From an optimization exercise on the open Yosys and OpenROAD flow, aimed at small area and a short achievable clock period; shortcuts taken in it are not production practice.
RTL that was checked went through simulation tests only; none was proved equivalent to the original.
Only the layout flow was run in run 2; the RTL was not checked for function there.
Power and IR drop assume default switching activity.

==> flow/design.v <==
`timescale 1ns/1ps
module FloatingPoint_Multiplier_Complete (
    input wire         clk,
    input wire         rst,
    input  wire [15:0] a,
    input  wire [15:0] b,
    output reg  [15:0] result,
    output reg         overflow,
    output reg         underflow
);
    wire es_g0 = a[10] & b[10];
    wire es_p0 = a[10] ^ b[10];
    wire es_g1 = a[11] & b[11];
    wire es_p1 = a[11] ^ b[11];
    wire es_g2 = a[12] & b[12];
    wire es_p2 = a[12] ^ b[12];
    wire es_g3 = a[13] & b[13];
    wire es_p3 = a[13] ^ b[13];
    wire es_g4 = a[14] & b[14];
    wire es_p4 = a[14] ^ b[14];
    wire es_G0_1 = es_g1 | (es_p1 & es_g0);
    wire es_P0_1 = es_p1 & es_p0;
    wire es_G0_2 = es_g2 | (es_p2 & es_g1);
    wire es_P0_2 = es_p2 & es_p1;
    wire es_G0_3 = es_g3 | (es_p3 & es_g2);
    wire es_P0_3 = es_p3 & es_p2;
    wire es_G0_4 = es_g4 | (es_p4 & es_g3);
    wire es_P0_4 = es_p4 & es_p3;
    wire es_G1_2 = es_G0_2 | (es_P0_2 & es_g0);
    wire es_P1_2 = es_P0_2 & es_p0;
    wire es_G1_3 = es_G0_3 | (es_P0_3 & es_G0_1);
    wire es_P1_3 = es_P0_3 & es_P0_1;
    wire es_G1_4 = es_G0_4 | (es_P0_4 & es_G0_2);
    wire es_P1_4 = es_P0_4 & es_P0_2;
    wire es_G2_4 = es_G1_4 | (es_P1_4 & es_g0);
    wire es_P2_4 = es_P1_4 & es_p0;
    wire es_s1 = es_p1 ^ es_g0;
    wire es_s2 = es_p2 ^ es_G0_1;
    wire es_s3 = es_p3 ^ es_G1_2;
    wire es_s4 = es_p4 ^ es_G1_3;
    reg        r1_sign, r1_zero, r1_ha, r1_hb;
    reg  [5:0] r1_es;    
    reg  [9:0] r1_ma, r1_mb;
    always @(posedge clk) begin
        r1_sign <= a[15] ^ b[15];
        r1_zero <= (a[14:0] == 15'd0) | (b[14:0] == 15'd0);
        r1_es   <= {es_G2_4, es_s4, es_s3, es_s2, es_s1, es_p0};
        r1_ha   <= a[14:10] != 5'd0;
        r1_hb   <= b[14:10] != 5'd0;
        r1_ma   <= a[9:0];
        r1_mb   <= b[9:0];
    end
    wire [10:0] mx = {r1_ha, r1_ma};
    wire [10:0] my = {r1_hb, r1_mb};
    wire pp0_0 = mx[0] & my[0], pp0_1 = mx[0] & my[1], pp0_2 = mx[0] & my[2], pp0_3 = mx[0] & my[3], pp0_4 = mx[0] & my[4], pp0_5 = mx[0] & my[5], pp0_6 = mx[0] & my[6], pp0_7 = mx[0] & my[7], pp0_8 = mx[0] & my[8], pp0_9 = mx[0] & my[9], pp0_10 = mx[0] & my[10];
    wire pp1_0 = mx[1] & my[0], pp1_1 = mx[1] & my[1], pp1_2 = mx[1] & my[2], pp1_3 = mx[1] & my[3], pp1_4 = mx[1] & my[4], pp1_5 = mx[1] & my[5], pp1_6 = mx[1] & my[6], pp1_7 = mx[1] & my[7], pp1_8 = mx[1] & my[8], pp1_9 = mx[1] & my[9], pp1_10 = mx[1] & my[10];
    wire pp2_0 = mx[2] & my[0], pp2_1 = mx[2] & my[1], pp2_2 = mx[2] & my[2], pp2_3 = mx[2] & my[3], pp2_4 = mx[2] & my[4], pp2_5 = mx[2] & my[5], pp2_6 = mx[2] & my[6], pp2_7 = mx[2] & my[7], pp2_8 = mx[2] & my[8], pp2_9 = mx[2] & my[9], pp2_10 = mx[2] & my[10];
    wire pp3_0 = mx[3] & my[0], pp3_1 = mx[3] & my[1], pp3_2 = mx[3] & my[2], pp3_3 = mx[3] & my[3], pp3_4 = mx[3] & my[4], pp3_5 = mx[3] & my[5], pp3_6 = mx[3] & my[6], pp3_7 = mx[3] & my[7], pp3_8 = mx[3] & my[8], pp3_9 = mx[3] & my[9], pp3_10 = mx[3] & my[10];
    wire pp4_0 = mx[4] & my[0], pp4_1 = mx[4] & my[1], pp4_2 = mx[4] & my[2], pp4_3 = mx[4] & my[3], pp4_4 = mx[4] & my[4], pp4_5 = mx[4] & my[5], pp4_6 = mx[4] & my[6], pp4_7 = mx[4] & my[7], pp4_8 = mx[4] & my[8], pp4_9 = mx[4] & my[9], pp4_10 = mx[4] & my[10];
    wire pp5_0 = mx[5] & my[0], pp5_1 = mx[5] & my[1], pp5_2 = mx[5] & my[2], pp5_3 = mx[5] & my[3], pp5_4 = mx[5] & my[4], pp5_5 = mx[5] & my[5], pp5_6 = mx[5] & my[6], pp5_7 = mx[5] & my[7], pp5_8 = mx[5] & my[8], pp5_9 = mx[5] & my[9], pp5_10 = mx[5] & my[10];
    wire pp6_0 = mx[6] & my[0], pp6_1 = mx[6] & my[1], pp6_2 = mx[6] & my[2], pp6_3 = mx[6] & my[3], pp6_4 = mx[6] & my[4], pp6_5 = mx[6] & my[5], pp6_6 = mx[6] & my[6], pp6_7 = mx[6] & my[7], pp6_8 = mx[6] & my[8], pp6_9 = mx[6] & my[9], pp6_10 = mx[6] & my[10];
    wire pp7_0 = mx[7] & my[0], pp7_1 = mx[7] & my[1], pp7_2 = mx[7] & my[2], pp7_3 = mx[7] & my[3], pp7_4 = mx[7] & my[4], pp7_5 = mx[7] & my[5], pp7_6 = mx[7] & my[6], pp7_7 = mx[7] & my[7], pp7_8 = mx[7] & my[8], pp7_9 = mx[7] & my[9], pp7_10 = mx[7] & my[10];
    wire pp8_0 = mx[8] & my[0], pp8_1 = mx[8] & my[1], pp8_2 = mx[8] & my[2], pp8_3 = mx[8] & my[3], pp8_4 = mx[8] & my[4], pp8_5 = mx[8] & my[5], pp8_6 = mx[8] & my[6], pp8_7 = mx[8] & my[7], pp8_8 = mx[8] & my[8], pp8_9 = mx[8] & my[9], pp8_10 = mx[8] & my[10];
    wire pp9_0 = mx[9] & my[0], pp9_1 = mx[9] & my[1], pp9_2 = mx[9] & my[2], pp9_3 = mx[9] & my[3], pp9_4 = mx[9] & my[4], pp9_5 = mx[9] & my[5], pp9_6 = mx[9] & my[6], pp9_7 = mx[9] & my[7], pp9_8 = mx[9] & my[8], pp9_9 = mx[9] & my[9], pp9_10 = mx[9] & my[10];
    wire pp10_0 = mx[10] & my[0], pp10_1 = mx[10] & my[1], pp10_2 = mx[10] & my[2], pp10_3 = mx[10] & my[3], pp10_4 = mx[10] & my[4], pp10_5 = mx[10] & my[5], pp10_6 = mx[10] & my[6], pp10_7 = mx[10] & my[7], pp10_8 = mx[10] & my[8], pp10_9 = mx[10] & my[9], pp10_10 = mx[10] & my[10];
    wire hs0 = pp0_9 ^ pp1_8;
    wire hc0 = pp0_9 & pp1_8;
    wire fs0 = pp0_10 ^ pp10_0 ^ pp1_9;
    wire fc0 = (pp0_10 & pp10_0) | (pp0_10 & pp1_9) | (pp10_0 & pp1_9);
    wire hs1 = pp2_8 ^ pp3_7;
    wire hc1 = pp2_8 & pp3_7;
    wire fs1 = pp10_1 ^ pp1_10 ^ pp2_9;
    wire fc1 = (pp10_1 & pp1_10) | (pp10_1 & pp2_9) | (pp1_10 & pp2_9);
    wire hs2 = pp3_8 ^ pp4_7;
    wire hc2 = pp3_8 & pp4_7;
    wire fs2 = pp10_2 ^ pp2_10 ^ pp3_9;
    wire fc2 = (pp10_2 & pp2_10) | (pp10_2 & pp3_9) | (pp2_10 & pp3_9);
    wire hs3 = pp0_6 ^ pp1_5;
    wire hc3 = pp0_6 & pp1_5;
    wire fs3 = pp0_7 ^ pp1_6 ^ pp2_5;
    wire fc3 = (pp0_7 & pp1_6) | (pp0_7 & pp2_5) | (pp1_6 & pp2_5);
    wire hs4 = pp3_4 ^ pp4_3;
    wire hc4 = pp3_4 & pp4_3;
    wire fs4 = pp0_8 ^ pp1_7 ^ pp2_6;
    wire fc4 = (pp0_8 & pp1_7) | (pp0_8 & pp2_6) | (pp1_7 & pp2_6);
    wire fs5 = pp3_5 ^ pp4_4 ^ pp5_3;
    wire fc5 = (pp3_5 & pp4_4) | (pp3_5 & pp5_3) | (pp4_4 & pp5_3);
    wire hs5 = pp6_2 ^ pp7_1;
    wire hc5 = pp6_2 & pp7_1;
    wire fs6 = pp2_7 ^ pp3_6 ^ pp4_5;
    wire fc6 = (pp2_7 & pp3_6) | (pp2_7 & pp4_5) | (pp3_6 & pp4_5);
    wire fs7 = pp5_4 ^ pp6_3 ^ pp7_2;
    wire fc7 = (pp5_4 & pp6_3) | (pp5_4 & pp7_2) | (pp6_3 & pp7_2);
    wire fs8 = pp8_1 ^ pp9_0 ^ hs0;
    wire fc8 = (pp8_1 & pp9_0) | (pp8_1 & hs0) | (pp9_0 & hs0);
    wire fs9 = pp4_6 ^ pp5_5 ^ pp6_4;
    wire fc9 = (pp4_6 & pp5_5) | (pp4_6 & pp6_4) | (pp5_5 & pp6_4);
    wire fs10 = pp7_3 ^ pp8_2 ^ pp9_1;
    wire fc10 = (pp7_3 & pp8_2) | (pp7_3 & pp9_1) | (pp8_2 & pp9_1);
    wire fs11 = hc0 ^ hs1 ^ fs0;
    wire fc11 = (hc0 & hs1) | (hc0 & fs0) | (hs1 & fs0);
    wire fs12 = pp5_6 ^ pp6_5 ^ pp7_4;
    wire fc12 = (pp5_6 & pp6_5) | (pp5_6 & pp7_4) | (pp6_5 & pp7_4);
    wire fs13 = pp8_3 ^ pp9_2 ^ hc1;
    wire fc13 = (pp8_3 & pp9_2) | (pp8_3 & hc1) | (pp9_2 & hc1);
    wire fs14 = hs2 ^ fc0 ^ fs1;
    wire fc14 = (hs2 & fc0) | (hs2 & fs1) | (fc0 & fs1);
    wire fs15 = pp4_8 ^ pp5_7 ^ pp6_6;
    wire fc15 = (pp4_8 & pp5_7) | (pp4_8 & pp6_6) | (pp5_7 & pp6_6);
    wire fs16 = pp7_5 ^ pp8_4 ^ pp9_3;
    wire fc16 = (pp7_5 & pp8_4) | (pp7_5 & pp9_3) | (pp8_4 & pp9_3);
    wire fs17 = hc2 ^ fc1 ^ fs2;
    wire fc17 = (hc2 & fc1) | (hc2 & fs2) | (fc1 & fs2);
    wire fs18 = pp10_3 ^ pp3_10 ^ pp4_9;
    wire fc18 = (pp10_3 & pp3_10) | (pp10_3 & pp4_9) | (pp3_10 & pp4_9);
    wire fs19 = pp5_8 ^ pp6_7 ^ pp7_6;
    wire fc19 = (pp5_8 & pp6_7) | (pp5_8 & pp7_6) | (pp6_7 & pp7_6);
    wire fs20 = pp8_5 ^ pp9_4 ^ fc2;
    wire fc20 = (pp8_5 & pp9_4) | (pp8_5 & fc2) | (pp9_4 & fc2);
    wire fs21 = pp10_4 ^ pp4_10 ^ pp5_9;
    wire fc21 = (pp10_4 & pp4_10) | (pp10_4 & pp5_9) | (pp4_10 & pp5_9);
    wire fs22 = pp6_8 ^ pp7_7 ^ pp8_6;
    wire fc22 = (pp6_8 & pp7_7) | (pp6_8 & pp8_6) | (pp7_7 & pp8_6);
    wire fs23 = pp10_5 ^ pp5_10 ^ pp6_9;
    wire fc23 = (pp10_5 & pp5_10) | (pp10_5 & pp6_9) | (pp5_10 & pp6_9);
    wire hs6 = pp0_4 ^ pp1_3;
    wire hc6 = pp0_4 & pp1_3;
    wire fs24 = pp0_5 ^ pp1_4 ^ pp2_3;
    wire fc24 = (pp0_5 & pp1_4) | (pp0_5 & pp2_3) | (pp1_4 & pp2_3);
    wire hs7 = pp3_2 ^ pp4_1;
    wire hc7 = pp3_2 & pp4_1;
    wire fs25 = pp2_4 ^ pp3_3 ^ pp4_2;
    wire fc25 = (pp2_4 & pp3_3) | (pp2_4 & pp4_2) | (pp3_3 & pp4_2);
    wire fs26 = pp5_1 ^ pp6_0 ^ hs3;
    wire fc26 = (pp5_1 & pp6_0) | (pp5_1 & hs3) | (pp6_0 & hs3);
    wire fs27 = pp5_2 ^ pp6_1 ^ pp7_0;
    wire fc27 = (pp5_2 & pp6_1) | (pp5_2 & pp7_0) | (pp6_1 & pp7_0);
    wire fs28 = hc3 ^ hs4 ^ fs3;
    wire fc28 = (hc3 & hs4) | (hc3 & fs3) | (hs4 & fs3);
    wire fs29 = pp8_0 ^ hc4 ^ hs5;
    wire fc29 = (pp8_0 & hc4) | (pp8_0 & hs5) | (hc4 & hs5);
    wire fs30 = fc3 ^ fs4 ^ fs5;
    wire fc30 = (fc3 & fs4) | (fc3 & fs5) | (fs4 & fs5);
    wire fs31 = hc5 ^ fc4 ^ fc5;
    wire fc31 = (hc5 & fc4) | (hc5 & fc5) | (fc4 & fc5);
    wire fs32 = fs6 ^ fs7 ^ fs8;
    wire fc32 = (fs6 & fs7) | (fs6 & fs8) | (fs7 & fs8);
    wire fs33 = fc6 ^ fc7 ^ fs10;
    wire fc33 = (fc6 & fc7) | (fc6 & fs10) | (fc7 & fs10);
    wire fs34 = fs9 ^ fc8 ^ fs11;
    wire fc34 = (fs9 & fc8) | (fs9 & fs11) | (fc8 & fs11);
    wire fs35 = fc10 ^ fc9 ^ fs12;
    wire fc35 = (fc10 & fc9) | (fc10 & fs12) | (fc9 & fs12);
    wire fs36 = fs13 ^ fc11 ^ fs14;
    wire fc36 = (fs13 & fc11) | (fs13 & fs14) | (fc11 & fs14);
    wire fs37 = fc12 ^ fs15 ^ fs16;
    wire fc37 = (fc12 & fs15) | (fc12 & fs16) | (fs15 & fs16);
    wire fs38 = fc13 ^ fc14 ^ fs17;
    wire fc38 = (fc13 & fc14) | (fc13 & fs17) | (fc14 & fs17);
    wire fs39 = fc15 ^ fc16 ^ fs18;
    wire fc39 = (fc15 & fc16) | (fc15 & fs18) | (fc16 & fs18);
    wire fs40 = fs19 ^ fc17 ^ fs20;
    wire fc40 = (fs19 & fc17) | (fs19 & fs20) | (fc17 & fs20);
    wire fs41 = pp9_5 ^ fc18 ^ fc19;
    wire fc41 = (pp9_5 & fc18) | (pp9_5 & fc19) | (fc18 & fc19);
    wire fs42 = fs21 ^ fs22 ^ fc20;
    wire fc42 = (fs21 & fs22) | (fs21 & fc20) | (fs22 & fc20);
    wire fs43 = pp7_8 ^ pp8_7 ^ pp9_6;
    wire fc43 = (pp7_8 & pp8_7) | (pp7_8 & pp9_6) | (pp8_7 & pp9_6);
    wire fs44 = fc21 ^ fc22 ^ fs23;
    wire fc44 = (fc21 & fc22) | (fc21 & fs23) | (fc22 & fs23);
    wire fs45 = pp10_6 ^ pp6_10 ^ pp7_9;
    wire fc45 = (pp10_6 & pp6_10) | (pp10_6 & pp7_9) | (pp6_10 & pp7_9);
    wire fs46 = pp8_8 ^ pp9_7 ^ fc23;
    wire fc46 = (pp8_8 & pp9_7) | (pp8_8 & fc23) | (pp9_7 & fc23);
    wire fs47 = pp10_7 ^ pp7_10 ^ pp8_9;
    wire fc47 = (pp10_7 & pp7_10) | (pp10_7 & pp8_9) | (pp7_10 & pp8_9);
    wire hs8 = pp0_3 ^ pp1_2;
    wire hc8 = pp0_3 & pp1_2;
    wire fs48 = pp2_2 ^ pp3_1 ^ pp4_0;
    wire fc48 = (pp2_2 & pp3_1) | (pp2_2 & pp4_0) | (pp3_1 & pp4_0);
    wire fs49 = pp5_0 ^ hc6 ^ hs7;
    wire fc49 = (pp5_0 & hc6) | (pp5_0 & hs7) | (hc6 & hs7);
    wire fs50 = hc7 ^ fc24 ^ fs25;
    wire fc50 = (hc7 & fc24) | (hc7 & fs25) | (fc24 & fs25);
    wire fs51 = fc25 ^ fs27 ^ fc26;
    wire fc51 = (fc25 & fs27) | (fc25 & fc26) | (fs27 & fc26);
    wire fs52 = fc27 ^ fs29 ^ fc28;
    wire fc52 = (fc27 & fs29) | (fc27 & fc28) | (fs29 & fc28);
    wire fs53 = fc29 ^ fc30 ^ fs31;
    wire fc53 = (fc29 & fc30) | (fc29 & fs31) | (fc30 & fs31);
    wire fs54 = fc31 ^ fs33 ^ fc32;
    wire fc54 = (fc31 & fs33) | (fc31 & fc32) | (fs33 & fc32);
    wire fs55 = fc33 ^ fs35 ^ fc34;
    wire fc55 = (fc33 & fs35) | (fc33 & fc34) | (fs35 & fc34);
    wire fs56 = fc35 ^ fs37 ^ fc36;
    wire fc56 = (fc35 & fs37) | (fc35 & fc36) | (fs37 & fc36);
    wire fs57 = fc37 ^ fs39 ^ fc38;
    wire fc57 = (fc37 & fs39) | (fc37 & fc38) | (fs39 & fc38);
    wire fs58 = fc39 ^ fs41 ^ fc40;
    wire fc58 = (fc39 & fs41) | (fc39 & fc40) | (fs41 & fc40);
    wire fs59 = fs43 ^ fc41 ^ fs44;
    wire fc59 = (fs43 & fc41) | (fs43 & fs44) | (fc41 & fs44);
    wire fs60 = fc43 ^ fs45 ^ fc44;
    wire fc60 = (fc43 & fs45) | (fc43 & fc44) | (fs45 & fc44);
    wire fs61 = pp9_8 ^ fc45 ^ fs47;
    wire fc61 = (pp9_8 & fc45) | (pp9_8 & fs47) | (fc45 & fs47);
    wire fs62 = pp10_8 ^ pp8_10 ^ pp9_9;
    wire fc62 = (pp10_8 & pp8_10) | (pp10_8 & pp9_9) | (pp8_10 & pp9_9);
    wire hs9 = pp0_2 ^ pp1_1;
    wire hc9 = pp0_2 & pp1_1;
    wire fs63 = pp2_1 ^ pp3_0 ^ hs8;
    wire fc63 = (pp2_1 & pp3_0) | (pp2_1 & hs8) | (pp3_0 & hs8);
    wire fs64 = hc8 ^ hs6 ^ fs48;
    wire fc64 = (hc8 & hs6) | (hc8 & fs48) | (hs6 & fs48);
    wire fs65 = fc48 ^ fs24 ^ fs49;
    wire fc65 = (fc48 & fs24) | (fc48 & fs49) | (fs24 & fs49);
    wire fs66 = fc49 ^ fs26 ^ fs50;
    wire fc66 = (fc49 & fs26) | (fc49 & fs50) | (fs26 & fs50);
    wire fs67 = fc50 ^ fs28 ^ fs51;
    wire fc67 = (fc50 & fs28) | (fc50 & fs51) | (fs28 & fs51);
    wire fs68 = fs30 ^ fc51 ^ fs52;
    wire fc68 = (fs30 & fc51) | (fs30 & fs52) | (fc51 & fs52);
    wire fs69 = fc52 ^ fs32 ^ fs53;
    wire fc69 = (fc52 & fs32) | (fc52 & fs53) | (fs32 & fs53);
    wire fs70 = fc53 ^ fs34 ^ fs54;
    wire fc70 = (fc53 & fs34) | (fc53 & fs54) | (fs34 & fs54);
    wire fs71 = fs36 ^ fc54 ^ fs55;
    wire fc71 = (fs36 & fc54) | (fs36 & fs55) | (fc54 & fs55);
    wire fs72 = fs38 ^ fc55 ^ fs56;
    wire fc72 = (fs38 & fc55) | (fs38 & fs56) | (fc55 & fs56);
    wire fs73 = fs40 ^ fc56 ^ fs57;
    wire fc73 = (fs40 & fc56) | (fs40 & fs57) | (fc56 & fs57);
    wire fs74 = fs42 ^ fc57 ^ fs58;
    wire fc74 = (fs42 & fc57) | (fs42 & fs58) | (fc57 & fs58);
    wire fs75 = fc42 ^ fs59 ^ fc58;
    wire fc75 = (fc42 & fs59) | (fc42 & fc58) | (fs59 & fc58);
    wire fs76 = fs46 ^ fc59 ^ fs60;
    wire fc76 = (fs46 & fc59) | (fs46 & fs60) | (fc59 & fs60);
    wire fs77 = fc46 ^ fs61 ^ fc60;
    wire fc77 = (fc46 & fs61) | (fc46 & fc60) | (fs61 & fc60);
    wire fs78 = fc47 ^ fs62 ^ fc61;
    wire fc78 = (fc47 & fs62) | (fc47 & fc61) | (fs62 & fc61);
    wire fs79 = pp10_9 ^ pp9_10 ^ fc62;
    wire fc79 = (pp10_9 & pp9_10) | (pp10_9 & fc62) | (pp9_10 & fc62);
    wire lo_g1 = pp0_1 & pp1_0;
    wire lo_p1 = pp0_1 ^ pp1_0;
    wire lo_g2 = pp2_0 & hs9;
    wire lo_p2 = pp2_0 ^ hs9;
    wire lo_g3 = hc9 & fs63;
    wire lo_p3 = hc9 ^ fs63;
    wire lo_g4 = fc63 & fs64;
    wire lo_p4 = fc63 ^ fs64;
    wire lo_g5 = fc64 & fs65;
    wire lo_p5 = fc64 ^ fs65;
    wire lo_g6 = fc65 & fs66;
    wire lo_p6 = fc65 ^ fs66;
    wire lo_g7 = fc66 & fs67;
    wire lo_p7 = fc66 ^ fs67;
    wire lo_G0_1 = lo_g1;
    wire lo_P0_1 = lo_p1 & pp0_0;
    wire lo_G0_2 = lo_g2 | (lo_p2 & lo_g1);
    wire lo_P0_2 = lo_p2 & lo_p1;
    wire lo_G0_3 = lo_g3 | (lo_p3 & lo_g2);
    wire lo_P0_3 = lo_p3 & lo_p2;
    wire lo_G0_4 = lo_g4 | (lo_p4 & lo_g3);
    wire lo_P0_4 = lo_p4 & lo_p3;
    wire lo_G0_5 = lo_g5 | (lo_p5 & lo_g4);
    wire lo_P0_5 = lo_p5 & lo_p4;
    wire lo_G0_6 = lo_g6 | (lo_p6 & lo_g5);
    wire lo_P0_6 = lo_p6 & lo_p5;
    wire lo_G0_7 = lo_g7 | (lo_p7 & lo_g6);
    wire lo_P0_7 = lo_p7 & lo_p6;
    wire lo_G1_2 = lo_G0_2;
    wire lo_P1_2 = lo_P0_2 & pp0_0;
    wire lo_G1_3 = lo_G0_3 | (lo_P0_3 & lo_G0_1);
    wire lo_P1_3 = lo_P0_3 & lo_P0_1;
    wire lo_G1_4 = lo_G0_4 | (lo_P0_4 & lo_G0_2);
    wire lo_P1_4 = lo_P0_4 & lo_P0_2;
    wire lo_G1_5 = lo_G0_5 | (lo_P0_5 & lo_G0_3);
    wire lo_P1_5 = lo_P0_5 & lo_P0_3;
    wire lo_G1_6 = lo_G0_6 | (lo_P0_6 & lo_G0_4);
    wire lo_P1_6 = lo_P0_6 & lo_P0_4;
    wire lo_G1_7 = lo_G0_7 | (lo_P0_7 & lo_G0_5);
    wire lo_P1_7 = lo_P0_7 & lo_P0_5;
    wire lo_G2_4 = lo_G1_4;
    wire lo_P2_4 = lo_P1_4 & pp0_0;
    wire lo_G2_5 = lo_G1_5 | (lo_P1_5 & lo_G0_1);
    wire lo_P2_5 = lo_P1_5 & lo_P0_1;
    wire lo_G2_6 = lo_G1_6 | (lo_P1_6 & lo_G1_2);
    wire lo_P2_6 = lo_P1_6 & lo_P1_2;
    wire lo_G2_7 = lo_G1_7 | (lo_P1_7 & lo_G1_3);
    wire lo_P2_7 = lo_P1_7 & lo_P1_3;
    wire lo_s2 = lo_p2 ^ lo_G0_1;
    wire lo_s3 = lo_p3 ^ lo_G1_2;
    wire lo_s4 = lo_p4 ^ lo_G1_3;
    wire lo_s5 = lo_p5 ^ lo_G2_4;
    wire lo_s6 = lo_p6 ^ lo_G2_5;
    wire lo_s7 = lo_p7 ^ lo_G2_6;
    wire [7:0] nlo = {lo_s7, lo_s6, lo_s5, lo_s4, lo_s3, lo_s2, lo_p1, pp0_0};
    wire [6:0] e2 = {1'b0, r1_es} - 7'd15;    
    reg [20:8] r2_a;
    reg [20:8] r2_b;
    reg        r2_cin;
    reg        r2_z0;
    reg        r2_z1;
    reg        r2_sign;
    reg        r2_zero;
    reg  [6:0] r2_e;
    always @(posedge clk) begin
        r2_cin <= lo_G2_7;
        r2_z0 <= ~|nlo[7:0];
        r2_z1 <= ~|nlo[7:1];
        r2_a[8] <= fc67;
        r2_b[8] <= fs68;
        r2_a[9] <= fc68;
        r2_b[9] <= fs69;
        r2_a[10] <= fc69;
        r2_b[10] <= fs70;
        r2_a[11] <= fc70;
        r2_b[11] <= fs71;
        r2_a[12] <= fc71;
        r2_b[12] <= fs72;
        r2_a[13] <= fc72;
        r2_b[13] <= fs73;
        r2_a[14] <= fs74;
        r2_b[14] <= fc73;
        r2_a[15] <= fc74;
        r2_b[15] <= fs75;
        r2_a[16] <= fs76;
        r2_b[16] <= fc75;
        r2_a[17] <= fc76;
        r2_b[17] <= fs77;
        r2_a[18] <= fs78;
        r2_b[18] <= fc77;
        r2_a[19] <= fs79;
        r2_b[19] <= fc78;
        r2_a[20] <= pp10_10;
        r2_b[20] <= fc79;
        r2_sign <= r1_sign;
        r2_zero <= r1_zero;
        r2_e <= e2;
    end
    wire hi_g0 = r2_a[8] & r2_b[8];
    wire hi_p0 = r2_a[8] ^ r2_b[8];
    wire hi_g1 = r2_a[9] & r2_b[9];
    wire hi_p1 = r2_a[9] ^ r2_b[9];
    wire hi_g2 = r2_a[10] & r2_b[10];
    wire hi_p2 = r2_a[10] ^ r2_b[10];
    wire hi_g3 = r2_a[11] & r2_b[11];
    wire hi_p3 = r2_a[11] ^ r2_b[11];
    wire hi_g4 = r2_a[12] & r2_b[12];
    wire hi_p4 = r2_a[12] ^ r2_b[12];
    wire hi_g5 = r2_a[13] & r2_b[13];
    wire hi_p5 = r2_a[13] ^ r2_b[13];
    wire hi_g6 = r2_a[14] & r2_b[14];
    wire hi_p6 = r2_a[14] ^ r2_b[14];
    wire hi_g7 = r2_a[15] & r2_b[15];
    wire hi_p7 = r2_a[15] ^ r2_b[15];
    wire hi_g8 = r2_a[16] & r2_b[16];
    wire hi_p8 = r2_a[16] ^ r2_b[16];
    wire hi_g9 = r2_a[17] & r2_b[17];
    wire hi_p9 = r2_a[17] ^ r2_b[17];
    wire hi_g10 = r2_a[18] & r2_b[18];
    wire hi_p10 = r2_a[18] ^ r2_b[18];
    wire hi_g11 = r2_a[19] & r2_b[19];
    wire hi_p11 = r2_a[19] ^ r2_b[19];
    wire hi_g12 = r2_a[20] & r2_b[20];
    wire hi_p12 = r2_a[20] ^ r2_b[20];
    wire hi_G0_1 = hi_g0 | (hi_p0 & r2_cin);
    wire hi_G0_2 = hi_g1 | (hi_p1 & hi_g0);
    wire hi_P0_2 = hi_p1 & hi_p0;
    wire hi_G0_3 = hi_g2 | (hi_p2 & hi_g1);
    wire hi_P0_3 = hi_p2 & hi_p1;
    wire hi_G0_4 = hi_g3 | (hi_p3 & hi_g2);
    wire hi_P0_4 = hi_p3 & hi_p2;
    wire hi_G0_5 = hi_g4 | (hi_p4 & hi_g3);
    wire hi_P0_5 = hi_p4 & hi_p3;
    wire hi_G0_6 = hi_g5 | (hi_p5 & hi_g4);
    wire hi_P0_6 = hi_p5 & hi_p4;
    wire hi_G0_7 = hi_g6 | (hi_p6 & hi_g5);
    wire hi_P0_7 = hi_p6 & hi_p5;
    wire hi_G0_8 = hi_g7 | (hi_p7 & hi_g6);
    wire hi_P0_8 = hi_p7 & hi_p6;
    wire hi_G0_9 = hi_g8 | (hi_p8 & hi_g7);
    wire hi_P0_9 = hi_p8 & hi_p7;
    wire hi_G0_10 = hi_g9 | (hi_p9 & hi_g8);
    wire hi_P0_10 = hi_p9 & hi_p8;
    wire hi_G0_11 = hi_g10 | (hi_p10 & hi_g9);
    wire hi_P0_11 = hi_p10 & hi_p9;
    wire hi_G0_12 = hi_g11 | (hi_p11 & hi_g10);
    wire hi_P0_12 = hi_p11 & hi_p10;
    wire hi_G0_13 = hi_g12 | (hi_p12 & hi_g11);
    wire hi_P0_13 = hi_p12 & hi_p11;
    wire hi_G1_2 = hi_G0_2 | (hi_P0_2 & r2_cin);
    wire hi_G1_3 = hi_G0_3 | (hi_P0_3 & hi_G0_1);
    wire hi_G1_4 = hi_G0_4 | (hi_P0_4 & hi_G0_2);
    wire hi_P1_4 = hi_P0_4 & hi_P0_2;
    wire hi_G1_5 = hi_G0_5 | (hi_P0_5 & hi_G0_3);
    wire hi_P1_5 = hi_P0_5 & hi_P0_3;
    wire hi_G1_6 = hi_G0_6 | (hi_P0_6 & hi_G0_4);
    wire hi_P1_6 = hi_P0_6 & hi_P0_4;
    wire hi_G1_7 = hi_G0_7 | (hi_P0_7 & hi_G0_5);
    wire hi_P1_7 = hi_P0_7 & hi_P0_5;
    wire hi_G1_8 = hi_G0_8 | (hi_P0_8 & hi_G0_6);
    wire hi_P1_8 = hi_P0_8 & hi_P0_6;
    wire hi_G1_9 = hi_G0_9 | (hi_P0_9 & hi_G0_7);
    wire hi_P1_9 = hi_P0_9 & hi_P0_7;
    wire hi_G1_10 = hi_G0_10 | (hi_P0_10 & hi_G0_8);
    wire hi_P1_10 = hi_P0_10 & hi_P0_8;
    wire hi_G1_11 = hi_G0_11 | (hi_P0_11 & hi_G0_9);
    wire hi_P1_11 = hi_P0_11 & hi_P0_9;
    wire hi_G1_12 = hi_G0_12 | (hi_P0_12 & hi_G0_10);
    wire hi_P1_12 = hi_P0_12 & hi_P0_10;
    wire hi_G1_13 = hi_G0_13 | (hi_P0_13 & hi_G0_11);
    wire hi_P1_13 = hi_P0_13 & hi_P0_11;
    wire hi_G2_4 = hi_G1_4 | (hi_P1_4 & r2_cin);
    wire hi_G2_5 = hi_G1_5 | (hi_P1_5 & hi_G0_1);
    wire hi_G2_6 = hi_G1_6 | (hi_P1_6 & hi_G1_2);
    wire hi_G2_7 = hi_G1_7 | (hi_P1_7 & hi_G1_3);
    wire hi_G2_8 = hi_G1_8 | (hi_P1_8 & hi_G1_4);
    wire hi_P2_8 = hi_P1_8 & hi_P1_4;
    wire hi_G2_9 = hi_G1_9 | (hi_P1_9 & hi_G1_5);
    wire hi_P2_9 = hi_P1_9 & hi_P1_5;
    wire hi_G2_10 = hi_G1_10 | (hi_P1_10 & hi_G1_6);
    wire hi_P2_10 = hi_P1_10 & hi_P1_6;
    wire hi_G2_11 = hi_G1_11 | (hi_P1_11 & hi_G1_7);
    wire hi_P2_11 = hi_P1_11 & hi_P1_7;
    wire hi_G2_12 = hi_G1_12 | (hi_P1_12 & hi_G1_8);
    wire hi_P2_12 = hi_P1_12 & hi_P1_8;
    wire hi_G2_13 = hi_G1_13 | (hi_P1_13 & hi_G1_9);
    wire hi_P2_13 = hi_P1_13 & hi_P1_9;
    wire hi_G3_8 = hi_G2_8 | (hi_P2_8 & r2_cin);
    wire hi_G3_9 = hi_G2_9 | (hi_P2_9 & hi_G0_1);
    wire hi_G3_10 = hi_G2_10 | (hi_P2_10 & hi_G1_2);
    wire hi_G3_11 = hi_G2_11 | (hi_P2_11 & hi_G1_3);
    wire hi_G3_12 = hi_G2_12 | (hi_P2_12 & hi_G2_4);
    wire hi_G3_13 = hi_G2_13 | (hi_P2_13 & hi_G2_5);
    wire hi_s0 = hi_p0 ^ r2_cin;
    wire hi_s1 = hi_p1 ^ hi_G0_1;
    wire hi_s2 = hi_p2 ^ hi_G1_2;
    wire hi_s3 = hi_p3 ^ hi_G1_3;
    wire hi_s4 = hi_p4 ^ hi_G2_4;
    wire hi_s5 = hi_p5 ^ hi_G2_5;
    wire hi_s6 = hi_p6 ^ hi_G2_6;
    wire hi_s7 = hi_p7 ^ hi_G2_7;
    wire hi_s8 = hi_p8 ^ hi_G3_8;
    wire hi_s9 = hi_p9 ^ hi_G3_9;
    wire hi_s10 = hi_p10 ^ hi_G3_10;
    wire hi_s11 = hi_p11 ^ hi_G3_11;
    wire hi_s12 = hi_p12 ^ hi_G3_12;
    wire tie0 = hi_s1 & r2_z0 & ~hi_s0;
    wire tie1 = hi_s2 & r2_z1 & ~hi_s0 & ~hi_s1;
    wire r0_a0_1 = hi_s2 & hi_s1;
    wire r0_a0_2 = hi_s3 & hi_s2;
    wire r0_a0_3 = hi_s4 & hi_s3;
    wire r0_a0_4 = hi_s5 & hi_s4;
    wire r0_a0_5 = hi_s6 & hi_s5;
    wire r0_a0_6 = hi_s7 & hi_s6;
    wire r0_a0_7 = hi_s8 & hi_s7;
    wire r0_a0_8 = hi_s9 & hi_s8;
    wire r0_a0_9 = hi_s10 & hi_s9;
    wire r0_a0_10 = hi_s11 & hi_s10;
    wire r0_a0_11 = hi_s12 & hi_s11;
    wire r0_a1_2 = r0_a0_2 & hi_s1;
    wire r0_a1_3 = r0_a0_3 & r0_a0_1;
    wire r0_a1_4 = r0_a0_4 & r0_a0_2;
    wire r0_a1_5 = r0_a0_5 & r0_a0_3;
    wire r0_a1_6 = r0_a0_6 & r0_a0_4;
    wire r0_a1_7 = r0_a0_7 & r0_a0_5;
    wire r0_a1_8 = r0_a0_8 & r0_a0_6;
    wire r0_a1_9 = r0_a0_9 & r0_a0_7;
    wire r0_a1_10 = r0_a0_10 & r0_a0_8;
    wire r0_a1_11 = r0_a0_11 & r0_a0_9;
    wire r0_a2_4 = r0_a1_4 & hi_s1;
    wire r0_a2_5 = r0_a1_5 & r0_a0_1;
    wire r0_a2_6 = r0_a1_6 & r0_a1_2;
    wire r0_a2_7 = r0_a1_7 & r0_a1_3;
    wire r0_a2_8 = r0_a1_8 & r0_a1_4;
    wire r0_a2_9 = r0_a1_9 & r0_a1_5;
    wire r0_a2_10 = r0_a1_10 & r0_a1_6;
    wire r0_a2_11 = r0_a1_11 & r0_a1_7;
    wire r0_a3_8 = r0_a2_8 & hi_s1;
    wire r0_a3_9 = r0_a2_9 & r0_a0_1;
    wire r0_a3_10 = r0_a2_10 & r0_a1_2;
    wire r0_a3_11 = r0_a2_11 & r0_a1_3;
    wire r0_0 = hi_s2 ^ hi_s1;
    wire r0_1 = hi_s3 ^ r0_a0_1;
    wire r0_2 = hi_s4 ^ r0_a1_2;
    wire r0_3 = hi_s5 ^ r0_a1_3;
    wire r0_4 = hi_s6 ^ r0_a2_4;
    wire r0_5 = hi_s7 ^ r0_a2_5;
    wire r0_6 = hi_s8 ^ r0_a2_6;
    wire r0_7 = hi_s9 ^ r0_a2_7;
    wire r0_8 = hi_s10 ^ r0_a3_8;
    wire r0_9 = hi_s11 ^ r0_a3_9;
    wire r0_10 = hi_s12 ^ r0_a3_10;
    wire r0_top = hi_G3_13 | r0_a3_11;    
    wire r1_a0_1 = hi_s3 & hi_s2;
    wire r1_a0_2 = hi_s4 & hi_s3;
    wire r1_a0_3 = hi_s5 & hi_s4;
    wire r1_a0_4 = hi_s6 & hi_s5;
    wire r1_a0_5 = hi_s7 & hi_s6;
    wire r1_a0_6 = hi_s8 & hi_s7;
    wire r1_a0_7 = hi_s9 & hi_s8;
    wire r1_a0_8 = hi_s10 & hi_s9;
    wire r1_a0_9 = hi_s11 & hi_s10;
    wire r1_a0_10 = hi_s12 & hi_s11;
    wire r1_a1_2 = r1_a0_2 & hi_s2;
    wire r1_a1_3 = r1_a0_3 & r1_a0_1;
    wire r1_a1_4 = r1_a0_4 & r1_a0_2;
    wire r1_a1_5 = r1_a0_5 & r1_a0_3;
    wire r1_a1_6 = r1_a0_6 & r1_a0_4;
    wire r1_a1_7 = r1_a0_7 & r1_a0_5;
    wire r1_a1_8 = r1_a0_8 & r1_a0_6;
    wire r1_a1_9 = r1_a0_9 & r1_a0_7;
    wire r1_a1_10 = r1_a0_10 & r1_a0_8;
    wire r1_a2_4 = r1_a1_4 & hi_s2;
    wire r1_a2_5 = r1_a1_5 & r1_a0_1;
    wire r1_a2_6 = r1_a1_6 & r1_a1_2;
    wire r1_a2_7 = r1_a1_7 & r1_a1_3;
    wire r1_a2_8 = r1_a1_8 & r1_a1_4;
    wire r1_a2_9 = r1_a1_9 & r1_a1_5;
    wire r1_a2_10 = r1_a1_10 & r1_a1_6;
    wire r1_a3_8 = r1_a2_8 & hi_s2;
    wire r1_a3_9 = r1_a2_9 & r1_a0_1;
    wire r1_a3_10 = r1_a2_10 & r1_a1_2;
    wire r1_0 = hi_s3 ^ hi_s2;
    wire r1_1 = hi_s4 ^ r1_a0_1;
    wire r1_2 = hi_s5 ^ r1_a1_2;
    wire r1_3 = hi_s6 ^ r1_a1_3;
    wire r1_4 = hi_s7 ^ r1_a2_4;
    wire r1_5 = hi_s8 ^ r1_a2_5;
    wire r1_6 = hi_s9 ^ r1_a2_6;
    wire r1_7 = hi_s10 ^ r1_a2_7;
    wire r1_8 = hi_s11 ^ r1_a3_8;
    wire r1_9 = hi_s12 ^ r1_a3_9;
    wire [9:0] mant0 = {r0_9, r0_8, r0_7, r0_6, r0_5, r0_4, r0_3, r0_2, r0_1, r0_0} & ~{9'd0, tie0};
    wire [9:0] mant1 = {r1_9, r1_8, r1_7, r1_6, r1_5, r1_4, r1_3, r1_2, r1_1, r1_0} & ~{9'd0, tie1};
    wire [9:0] mant  = r0_top ? mant1 : mant0;
    wire       ovf0 = ~r2_e[6] & (r2_e[5:0] >= 6'd31);
    wire       ovf1 = ~r2_e[6] & (r2_e[5:0] >= 6'd30);
    wire       unf0 = r2_e[6] | (r2_e[5:0] == 6'd0);
    wire       unf1 = r2_e[6];
    wire [4:0] ef0  = r2_e[4:0];
    wire [4:0] ef1  = r2_e[4:0] + 5'd1;
    wire       ovf  = r0_top ? ovf1 : ovf0;
    wire       unf  = r0_top ? unf1 : unf0;
    wire [4:0] ef   = r0_top ? ef1 : ef0;
    always @(posedge clk or posedge rst) begin
        if (rst) begin
            result    <= 16'd0;
            overflow  <= 1'b0;
            underflow <= 1'b0;
        end else if (r2_zero) begin
            result    <= 16'd0;
            overflow  <= 1'b0;
            underflow <= 1'b0;
        end else if (ovf) begin
            result    <= 16'h7F80;
            overflow  <= 1'b1;
            underflow <= 1'b0;
        end else if (unf) begin
            result    <= 16'd0;
            overflow  <= 1'b0;
            underflow <= 1'b1;
        end else begin
            result    <= {r2_sign, ef, mant};
            overflow  <= 1'b0;
            underflow <= 1'b0;
        end
    end
endmodule
==> flow/flow/run.sh <==
#!/bin/bash
# Own layout flow: the standard flow (standard.sh) with two changes:
#  - synthesis runs Yosys's synth without its generic "abc -fast" pass
#    (-noabc), so the full adders written in the RTL reach extract_fa as
#    written instead of being remapped first; everything else in
#    synth_recipe.tcl (flatten, renames, registers) is unchanged;
#  - port buffers use the buffer cell named in flow/ports.txt.
# Each tool's output is in the ORFS logs under orfs/logs; make's own output
# goes to flow.log here.
set -euo pipefail
here=$(pwd)
first=$(head -n 1 synth_recipe.tcl)
if [[ "$first" != 'proc synth {args} { yosys synth -nofsm -noshare {*}$args }' ]]; then
  echo "unexpected first line of synth_recipe.tcl: $first" >&2
  exit 1
fi
{ echo 'proc synth {args} { yosys synth -nofsm -noshare -noabc {*}$args }'; tail -n +2 synth_recipe.tcl; } > own_synth.tcl
buf=$(tr -d ' \n' < flow/ports.txt)
sed -e "s#SYNTH_SCRIPT=[^ ]*#SYNTH_SCRIPT=$here/own_synth.tcl 'BUFFER_PORTS_ARGS=-buffer_cell $buf'#" standard.sh > own_standard.sh
grep -q own_synth.tcl own_standard.sh
bash own_standard.sh > flow.log 2>&1
==> flow/flow/ports.txt <==
sky130_fd_sc_hd__buf_1
==> flow/standard.sh <==
#!/bin/bash
# synth_recipe.tcl (not shown) runs the flow's synth.tcl, then flattens the netlist and writes it again
# the make line also repeats each setting of config.mk as NAME=value (left out here)
make -C /OpenROAD-flow-scripts/flow DESIGN_CONFIG=/design/flow/config.mk WORK_HOME=/design/flow/orfs CLKGATE_MAP_FILE= SYNTH_SCRIPT=/design/flow/synth_recipe.tcl "${@:-finish}"
==> flow/config.mk <==
export PLATFORM = sky130hd
export DESIGN_NAME = FloatingPoint_Multiplier_Complete
export DESIGN_NICKNAME = FloatingPoint_Multiplier_Complete
export VERILOG_FILES = /design/flow/design.v
export SDC_FILE = /design/flow/constraint.sdc
export NUM_CORES = 4
export LEC_CHECK = 0
export ABC_CLOCK_PERIOD_IN_PS = 2500
export CAP_MARGIN = 20
export CORE_MARGIN = 2
export CORE_UTILIZATION = 40
export SETUP_SLACK_MARGIN = 4.5
export SLEW_MARGIN = 20
==> flow/constraint.sdc <==
create_clock -name core_clock -period 7.5 [get_ports {clk}]
set_input_delay 1.5000 -clock core_clock [delete_from_list [all_inputs] [get_ports {clk}]]
set_output_delay 1.5000 -clock core_clock [all_outputs]
set_load 0.01 [all_outputs]
==> results of run 1 <==
logic make-up (layout without fill, tap and decap cells):
| group | count (synthesis) | after routing | synth area share (%) |
|---|---|---|---|
| DFF | 86 | 86 | 28.1 |
| buffers and inverters | 40 | 125 | 2.45 |
| and+or+nand+nor | 222 | 222 | 19.6 |
| AOI/OAI and AO/OA | 91 | 91 | 10.2 |
| muxes | 3 | 3 | 0.485 |
| xor gates and xnor gates | 40 | 40 | 5.43 |
| adders and majority gates | 124 | 124 | 33.7 |
path summary, 6_finish.rpt:
path | slack, ns | end | cells past startpoint
worst max-delay path | 4.42 | r2_z0$_DFF_P_ | 9
worst min-delay path | 0.33 | r2_sign$_DFF_P_ | 0
worst max register to register | 4.42 | r2_z0$_DFF_P_ | 9
worst min register to register | 0.33 | r2_sign$_DFF_P_ | 0
max in group asynchronous | 5.90 | result[7]$_DFF_PP0_ | 2
min in group asynchronous | 1.19 | result[10]$_DFF_PP0_ | 2
cell type report:
cell class	count	share of cell area (%)
clock inverter	6	0.898
multi-input combinational	480	61.7
sequential	86	23.4
timing repair buffer	96	7.03
tap	216	3.34
clock buffer	10	3.10
inverter	13	0.604
registers in the layout, indices dropped and copies added (netlist names):
name	flops
overflow	1
r1_es	6
r2_e	7
r2_cin	1
r2_zero	1
r1_zero	1
r2_a	13
r1_ma	10
r2_z1	1
r1_sign	1
r2_sign	1
r1_hb	1
result	16
r2_z0	1
r2_b	13
r1_ha	1
r1_mb	10
underflow	1
cell usage in the layout (no fill, tap or decap), drive strengths merged, types with 4 or more instances in the layout:
| cell | instances |
|---|---|
| ha | 41 |
| a21oi | 27 |
| nor2 | 26 |
| nor4 | 7 |
| xor2 | 14 |
| and3 | 4 |
| o21ai | 15 |
| fa | 83 |
| a31oi | 4 |
| buf | 96 |
| a21o | 11 |
| o21a | 4 |
| dfxtp | 68 |
| o211ai | 4 |
| and2 | 124 |
| nand3 | 20 |
| nand2 | 15 |
| xnor2 | 26 |
| a211oi | 7 |
| dfrtp | 18 |
| clkbuf | 10 |
| inv | 17 |
| nor3 | 9 |
power groups by stage:
stage | Combinational [mW] | Sequential, mW | Clock, mW
global placement | 1.58 | 0.665 | 0
global route | 2.33 | 0.692 | 0.520
detailed placement | 1.59 | 0.667 | 0
floorplan | 1.28 | 0.659 | 0
finish | 2.10 | 0.676 | 0.487
CTS | 1.91 | 0.664 | 0.496
metal layers:
layer | wire, µm | up-vias | track usage (%)
li1 | - | 2189 | -
met2 | 7430 | 116 | 32.6
met1 | 6580 | 2306 | 24.1
met5 | 0 | - | 0
met3 | 772 | 13 | 4.07
met4 | 196 | 0 | 6.01
metrics by stage:
stage	hold slack [ns]	std cells	util, %	power, mW
floorplan	0.310	606	-	1.94
global placement	0.317	846	43.2	2.25
detailed placement	0.318	846	43.2	2.26
CTS	0.334	898	49.5	3.07
global route	0.345	907	51.1	3.54
finish	0.329	907	51.1	3.26
timing repair:
item / in CTS / in global routing
gates cloned: 0 / 0
endpoints found under the hold margin: 0 / 0
resized for setup: 98 / 40
pin swaps: 32 / 21
buffers inserted: 36 / 9
setup endpoints to repair: 29 / 30
==> run summary, run 1 <==
* Status: finished clean
* Clock sinks at 86
* Sequential share of power at 20.7%
* Worst path max stage delay at 0.55 ns
* Worst Path Buf+Inv at 0
* Final Skew at about 0.009 ns
* Post-synthesis cell area at around 6400 µm²
* Root buf cell: clkbuf_16
* Wire per inst at 16.5 µm
* Via Count at between 4000 and 5000
* DP Area at about 7000 µm²
* Max-slew violations at 0
* Cells after synthesis at 606
* Initial Util at about 41%
* Setup crit start: r1_ma[2]$_DFF_P_
* Worst slew pin tran at ~0.63 ns
* Drt via density at just over 5
* Avg Cell Area, Syn at 10.6 µm²
* Top-count cell post-synth: and2_1
* Area of the multi-input gates at 4980 µm²
* Tightest Hold Check Type: reg2reg
* CTS tree: done
* Max Root-Sink Buffers at 2
* Critical R2R Launch: r1_ma[2]$_DFF_P_
* Largest net degree at the start of global routing at 19
* Worst skew pair latency at ~0.35 ns
* IO Port Bufs at 51
* Fill cell count at 1420
* Vias in the first global route at between 5000 and 6000
* Req. time, crit path at approximately 7.8 ns
* Chip height at about 130 µm
* Grt total ovfl at 0
* Signal arrival time at the worst endpoint at about 3.4 ns
* Max FO, Critical Path at 7
* Most frequent cells after synthesis: and2_1 (124), fa_1 (83), dfxtp_1 (68)
* ANT nets after route at 0
* Leak Pwr at ~3.3 nW
* Hold Fails Final Rpt at 0
* Storage cell area at between 1500 and 2000 µm²
* Slowest CP cell: fa_1
* Post-synthesis cell type count at 58
* CP cell instances: and2_4 > fa_1 > fa_1 > fa_1 > ha_4 > a21oi_4 > xnor2_2 > nor4_4 > a21boi_2
* I/O pin total at 52
* Worst slack at placement at roughly 4.0 ns
* N_diodes at 0
* Primary FF master, synth: dfxtp_1
* Final WS setup at 4.42 ns
* Final setup fails at 0
* Sw Ratio at a little over two fifths
* Asr flop ratio synth at approximately a fifth
* Crit start category: flip-flop
* Net Switching at 1.39 mW
* Fmax at 325 MHz
* Final Cell Area at ~8000 µm²
* Min Tclk post-route at 3.08 ns
* Post-synth EDFFs at 0
* Power Dens Cells at around 400 nW/µm²
* Row Count at 46
* Delay-heaviest family, CP: adder cells
* Post-Route WL at roughly 15000 µm
* Worst-path clk slew at around 0.070 ns
* Critical Path Sink Type: flip-flop
* Crit Path Class: reg2reg
* Max_cap viols at 0
* Area delta synth->final at 25.4%
* CTS Buf Count at 9
* Die area at 17100 µm²
* Dpl hpwl at between 10000 and 15000 µm
* Drt pass-1 iters at 4
* Synth area leaders: fa_1 (26%), dfxtp_1 (21%), and2_1 (12%)
* Nets@finish at 844
* GPL Wtd Cong at around 0.84
* Worst rel slew slack at between 50% and 60%
* Post-synth net total at between 700 and 800
* H-tree levels at 3
* Initial antenna violation count at 0
* Period Utilization, post-route at 41.0%
* Warnings from Yosys at 1
* Share of the synthesized area in the top cell type at 25.8%
* Chip width at 131 µm
* Post-synth top area cell: fa_1
* Combinational share of power at around 64%
* Seq cells post-synth at 86
* Core footprint at 15800 µm²
* Global-route wire length before repair at between 20000 and 30000 µm
* Register area share after synthesis at between 20 and 30%
* Hold buffer count at CTS at 0
* P_int at approximately 1.9 mW
* RSZ-0062 raised after global routing: true
* Crit-path most repeated cell: fa_1
* DR iter-0 viols at about 220
* Total track usage at 19.0%
* Hold Path Origin: r1_sign$_DFF_P_
* Peak VDD IR at 212 µV
* Clock power frac at ~15%
* Final routed DRC violation total at 0
* Setup_tns at 0 ns
* Share of cells above drive strength 1 at between 20% and 30%
==> inputs of run 2 (changes only) <==
--- a/flow/design.v
+++ b/flow/design.v
@@ -38,16 +38,18 @@
     wire es_s2 = es_p2 ^ es_G0_1;
     wire es_s3 = es_p3 ^ es_G1_2;
     wire es_s4 = es_p4 ^ es_G1_3;
-    reg        r1_sign, r1_zero, r1_ha, r1_hb;
+    reg        r1_sign, r1_zero, r1_ha;
     reg  [5:0] r1_es;    
-    reg  [9:0] r1_ma, r1_mb;
+    reg  [9:0] r1_ma;
+    reg        r1_hb;
+    reg  [9:0] r1_mb;
     always @(posedge clk) begin
         r1_sign <= a[15] ^ b[15];
         r1_zero <= (a[14:0] == 15'd0) | (b[14:0] == 15'd0);
         r1_es   <= {es_G2_4, es_s4, es_s3, es_s2, es_s1, es_p0};
         r1_ha   <= a[14:10] != 5'd0;
-        r1_hb   <= b[14:10] != 5'd0;
         r1_ma   <= a[9:0];
+        r1_hb   <= b[14:10] != 5'd0;
         r1_mb   <= b[9:0];
     end
     wire [10:0] mx = {r1_ha, r1_ma};
@@ -298,6 +300,19 @@
     wire lo_s6 = lo_p6 ^ lo_G2_5;
     wire lo_s7 = lo_p7 ^ lo_G2_6;
     wire [7:0] nlo = {lo_s7, lo_s6, lo_s5, lo_s4, lo_s3, lo_s2, lo_p1, pp0_0};
+    wire zq0 = ~pp0_0;
+    wire zq1 = ~((pp0_1 ^ pp1_0) ^ pp0_0);
+    wire zq2 = ~((pp2_0 ^ hs9) ^ (pp0_1 | pp1_0));
+    wire zq3 = ~((hc9 ^ fs63) ^ (pp2_0 | hs9));
+    wire zq4 = ~((fc63 ^ fs64) ^ (hc9 | fs63));
+    wire zq5 = ~((fc64 ^ fs65) ^ (fc63 | fs64));
+    wire zq6 = ~((fc65 ^ fs66) ^ (fc64 | fs65));
+    wire zq7 = ~((fc66 ^ fs67) ^ (fc65 | fs66));
+    wire zq8 = ~((fc67 ^ fs68) ^ (fc66 | fs67));
+    wire zq9 = ~((fc68 ^ fs69) ^ (fc67 | fs68));
+    wire zr1 = ~((pp0_1 ^ pp1_0) ^ 1'b0);
+    wire z08 = zq0 & zq1 & zq2 & zq3 & zq4 & zq5 & zq6 & zq7 & zq8;    
+    wire z19 = zr1 & zq2 & zq3 & zq4 & zq5 & zq6 & zq7 & zq8 & zq9;    
     wire [6:0] e2 = {1'b0, r1_es} - 7'd15;    
     reg [20:8] r2_a;
     reg [20:8] r2_b;
@@ -309,8 +324,8 @@
     reg  [6:0] r2_e;
     always @(posedge clk) begin
         r2_cin <= lo_G2_7;
-        r2_z0 <= ~|nlo[7:0];
-        r2_z1 <= ~|nlo[7:1];
+        r2_z0 <= z08;
+        r2_z1 <= z19;
         r2_a[8] <= fc67;
         r2_b[8] <= fs68;
         r2_a[9] <= fc68;
@@ -449,8 +464,8 @@
     wire hi_s10 = hi_p10 ^ hi_G3_10;
     wire hi_s11 = hi_p11 ^ hi_G3_11;
     wire hi_s12 = hi_p12 ^ hi_G3_12;
-    wire tie0 = hi_s1 & r2_z0 & ~hi_s0;
-    wire tie1 = hi_s2 & r2_z1 & ~hi_s0 & ~hi_s1;
+    wire tie0 = hi_s1 & r2_z0;
+    wire tie1 = hi_s2 & r2_z1;
     wire r0_a0_1 = hi_s2 & hi_s1;
     wire r0_a0_2 = hi_s3 & hi_s2;
     wire r0_a0_3 = hi_s4 & hi_s3;
==> run summary, run 2 <==
* Tightest Hold Check Type: reg2reg (unchanged)
* Worst rel slew slack at 57.7% (was 58.0%)
* Hold Fails Final Rpt at 0 (unchanged)
* H-tree levels at 3 (unchanged)
* Crit Path Class: reg2reg (unchanged)
* Worst slew pin tran at 0.633 ns (was 0.629 ns)
* Crit start category: flip-flop (unchanged)
* N_diodes at 0 (unchanged)
* Total power draw at 3.17 mW (was 3.26 mW)
* Biggest register: result (unchanged)
* Peak VDD IR at 178 µV (was 212 µV)
* Wire per inst at 15.8 µm (was 16.5 µm)
* Nets@finish at 881 (was 844)
* Critical Path Sink Type: flip-flop (unchanged)
* Signal arrival time at the worst endpoint at 3.44 ns (was 3.36 ns)
* Post-synthesis cell area at 6720 µm² (was 6450 µm²)
* Grt total ovfl at 0 (unchanged)
* IO Port Bufs at 51 (unchanged)
* Dpl hpwl at 11100 µm (was 10500 µm)
* Delay-heaviest family, CP: adder cells (unchanged)
* Largest regs: result: 16 flops, r2_a: 13 flops, r2_b: 13 flops (unchanged)
* Slowest CP cell: fa_1 (unchanged)
* Combinational share of power at 66.0% (was 64.3%)
* Post-synthesis cell type count at 66 (was 58)
* Number of flip-flops in the largest register at 16 (unchanged)
* Area delta synth->final at 20.0% (was 25.4%)
* Commonest non-fill, non-tap cells in the layout: and2_1 (116), fa_1 (68), buf_1 (51) (was and2_1 (114), fa_1 (71), buf_1 (51))
* Max FO, Critical Path at 7 (unchanged)
* CTS Buf Count at 9 (unchanged)
* Crit path depth at 10 (was 9)
* ANT nets after route at 0 (unchanged)
* Root buf cell: clkbuf_16 (unchanged)
* Final routed DRC violation total at 0 (unchanged)
* Register area share after synthesis at 27.0% (was 28.1%)
* Max_cap viols at 0 (unchanged)
* Period Utilization, post-route at 42.3% (was 41.0%)
* Asr flop ratio synth at 20.9% (unchanged)
* Core footprint at 16500 µm² (was 15800 µm²)
* Chip height at 134 µm (was 131 µm)
* Post-synth top area cell: fa_1 (unchanged)
* Commonest non-fill, non-tap cell in the layout: and2_1 (unchanged)
* Post-synth net total at 809 (was 764)
* Warnings from Yosys at 1 (unchanged)
* Worst-path clk slew at 0.06 ns (was 0.07 ns)
* Largest net degree at the start of global routing at 19 (unchanged)
* P_int at 1.78 mW (was 1.87 mW)
* Worst skew pair latency at 0.34 ns (was 0.35 ns)
* Final setup fails at 0 (unchanged)
* Synth area leaders: fa_1 (24%), dfxtp_1 (20%), and2_1 (11%) (was fa_1 (26%), dfxtp_1 (21%), and2_1 (12%))
* Die area at 17900 µm² (was 17100 µm²)
* Worst hold stages at 0 (unchanged)
* Share of the synthesized area in the top cell type at 24.1% (was 25.8%)
* CTS tree: done (unchanged)
* Clock power frac at 13.3% (was 14.9%)
* Net Switching at 1.39 mW (about the same)
* Via Count at 4764 (was 4624)
* Setup_tns at 0 ns (unchanged)
* Sequential share of power at 20.7% (about the same)
* Post-Route WL at 14800 µm (was 15000 µm)
* Hold buffer count at CTS at 0 (unchanged)
* Row Count at 47 (was 46)
* GPL Wtd Cong at 0.844 (was 0.835)
* Worst path max stage delay at 0.53 ns (was 0.55 ns)
* Req. time, crit path at 7.77 ns (was 7.78 ns)
* Avg Cell Area, Syn at 10.4 µm² (was 10.6 µm²)
* Worst Path Buf+Inv at 1 (was 0)
* Primary FF master, synth: dfxtp_1 (unchanged)
* Post-synth EDFFs at 0 (unchanged)
* Drt via density at 5.06 (was 5.10)
* RSZ-0062 raised after global routing: true (unchanged)
* Max Root-Sink Buffers at 2 (unchanged)
* Clock sinks at 86 (unchanged)
* Final Skew at 0.00547 ns (was 0.00909 ns)
* Most frequent cells after synthesis: and2_1 (123), fa_1 (81), dfxtp_1 (68) (was and2_1 (124), fa_1 (83), dfxtp_1 (68))
* Initial antenna violation count at 0 (unchanged)
* Leak Pwr at 3.38 nW (was 3.31 nW)
* Status: finished clean (unchanged)
* Max-slew violations at 0 (unchanged)
* Cells after synthesis at 644 (was 606)
* Seq cells post-synth at 86 (unchanged)
* DR iter-0 viols at 170 (was 217)
* Crit-path most repeated cell: fa_1 (unchanged)
* Chip width at 134 µm (was 131 µm)
* CP cell instances: and2_4 > fa_1 > fa_2 > fa_1 > fa_1 > inv_2 > ha_4 > xor2_1 > nand4_1 > nor2_1 (was and2_4 > fa_1 > fa_1 > fa_1 > ha_4 > a21oi_4 > xnor2_2 > nor4_4 > a21boi_2)
* I/O pin total at 52 (unchanged)
* Total track usage at 17.1% (was 19.0%)
* Worst r2r path cells at 10 (was 9)
* Min Tclk post-route at 3.17 ns (was 3.08 ns)
* Top-count cell post-synth: and2_1 (unchanged)
* Initial Util at 40.7% (about the same)
* Global-route wire length before repair at 24300 µm (was 25100 µm)
* Vias in the first global route at 4944 (was 5037)
* Share of cells above drive strength 1 at 20.7% (was 25.9%)
* Fmax at 316 MHz (was 325 MHz)
* Power Dens Cells at 394 nW/µm² (was 403 nW/µm²)
* Sw Ratio at 43.9% (was 42.6%)
* Drt pass-1 iters at 4 (unchanged)
run 2: changes by cell type in the layout (fill, tap and decap cells not counted), sizes merged, moves of 6 or more:
cell / change
nand2: +14
a21oi: -12
ha: +9
inv: +9
xnor2: -9
xor2: +8
nand3: -6
nand4: +6
nor2: -6
o21ai: +6
run 2: logic make-up after synthesis:
group / Yosys count / share of synthesized area (%)
AND/OR/NAND/NOR: 232 / 19.9
adder cells (fa/ha/maj): 131 / 33.4
AO/OA/AOI/OAI: 97 / 10.9
flip-flops: 86 / 27.0
buffers and inverters: 57 / 3.43
XOR/XNOR: 39 / 5.08
multiplexers: 2 / 0.298
run 2: path summary, 6_finish.rpt:
path	slack, ns	endpoint	from
hold / removal	0.34	r2_sign$_DFF_P_	r1_sign$_DFF_P_
setup / recovery	4.33	r2_z0$_DFF_P_	r1_ma[0]$_DFF_P_
setup reg to reg	4.33	r2_z0$_DFF_P_	r1_ma[0]$_DFF_P_
hold reg to reg	0.34	r2_sign$_DFF_P_	r1_sign$_DFF_P_
max in group asynchronous	5.88	result[8]$_DFF_PP0_	rst
min in group asynchronous	1.21	result[9]$_DFF_PP0_	rst
run 2: final cells by class:
cell class | instances | area (µm²)
fill | 1520 | 8460
multi-input combinational | 501 | 5000
clock inverter | 4 | 30.0
clock buffer | 12 | 256
tap | 220 | 275
inverter | 25 | 93.8
sequential | 86 | 1890
timing repair buffer | 93 | 522
run 2: repair_timing:
item | CTS | global route
resized for setup | 63 | 50
pin swaps | 27 | 24
buffers inserted | 34 | 8
cloned | 0 | 0
setup endpoints to repair | 31 | 28
run 2: power groups by stage:
stage / registers, mW / logic, mW / clock network (mW)
finish: 0.657 / 2.09 / 0.423
CTS: 0.651 / 1.92 / 0.437
floorplan: 0.657 / 1.35 / 0
global route: 0.671 / 2.32 / 0.454
global placement: 0.660 / 1.68 / 0
detailed placement: 0.662 / 1.70 / 0
run 2: stage by stage:
step	hold WS (ns)	cell area [µm²]	worst slack (ns)	utilization, %	instances
finish	0.341	8060	4.33	48.8	941
CTS	0.344	7820	4.32	47.3	933
global route	0.354	8060	4.21	48.8	941
floorplan	0.310	6740	4.36	-	644
detailed placement	0.316	7060	3.87	42.8	883
global placement	0.321	7060	4.11	42.8	883
run 2: worst reg2reg max path, cell delays in order, from the launching register on:
cell and delay, ns:
dfxtp_4 0.37, and2_4 0.14, fa_1 0.51, fa_2 0.36
fa_1 0.46, fa_1 0.53, inv_2 0.05, ha_4 0.26
xor2_1 0.14, nand4_1 0.15, nor2_1 0.14
run 2: per-layer routing:
layer  share of wire, %  routed length [µm]  track usage, %  vias up
met5                  0                   0               0        -
met4                1.1                 160            4.26        0
met3                3.9                 572            3.50       13
met2                 49                7290            29.0      111
met1                 46                6830            22.6     2345
li1                   -                   -               -     2295

static timing again, ports no longer ideal:
In the flow no input, the clock included, has a driving cell. The finished layouts below were timed again as built, in two steps.
Step 1 sets driving cells, clkbuf_16 on the clock port and buf_2 on the other inputs (assumed; they add their load-dependent delay and slew).
Step 2 moves the port delays by t, midway between the first and last clock arrival at a register: inputs arrive t later, outputs are due t later. That takes back most of the time a late clock gives input paths.
Slacks: ideal / step 1 / step 2; pairs: ideal / step 1.
| run | t (ns) | slack for setup (ns) | clock arrival spread, ns | pins driven straight from the clock port |
|---|---|---|---|---|
| run 1 | 0.389 | 4.423 / 4.423 / 4.423 | 0.010 / 0.009 | 1 |
| run 2 | 0.378 | 4.331 / 4.331 / 4.331 | 0.007 / 0.007 | 1 |
After both steps every run listed still meets setup and hold.
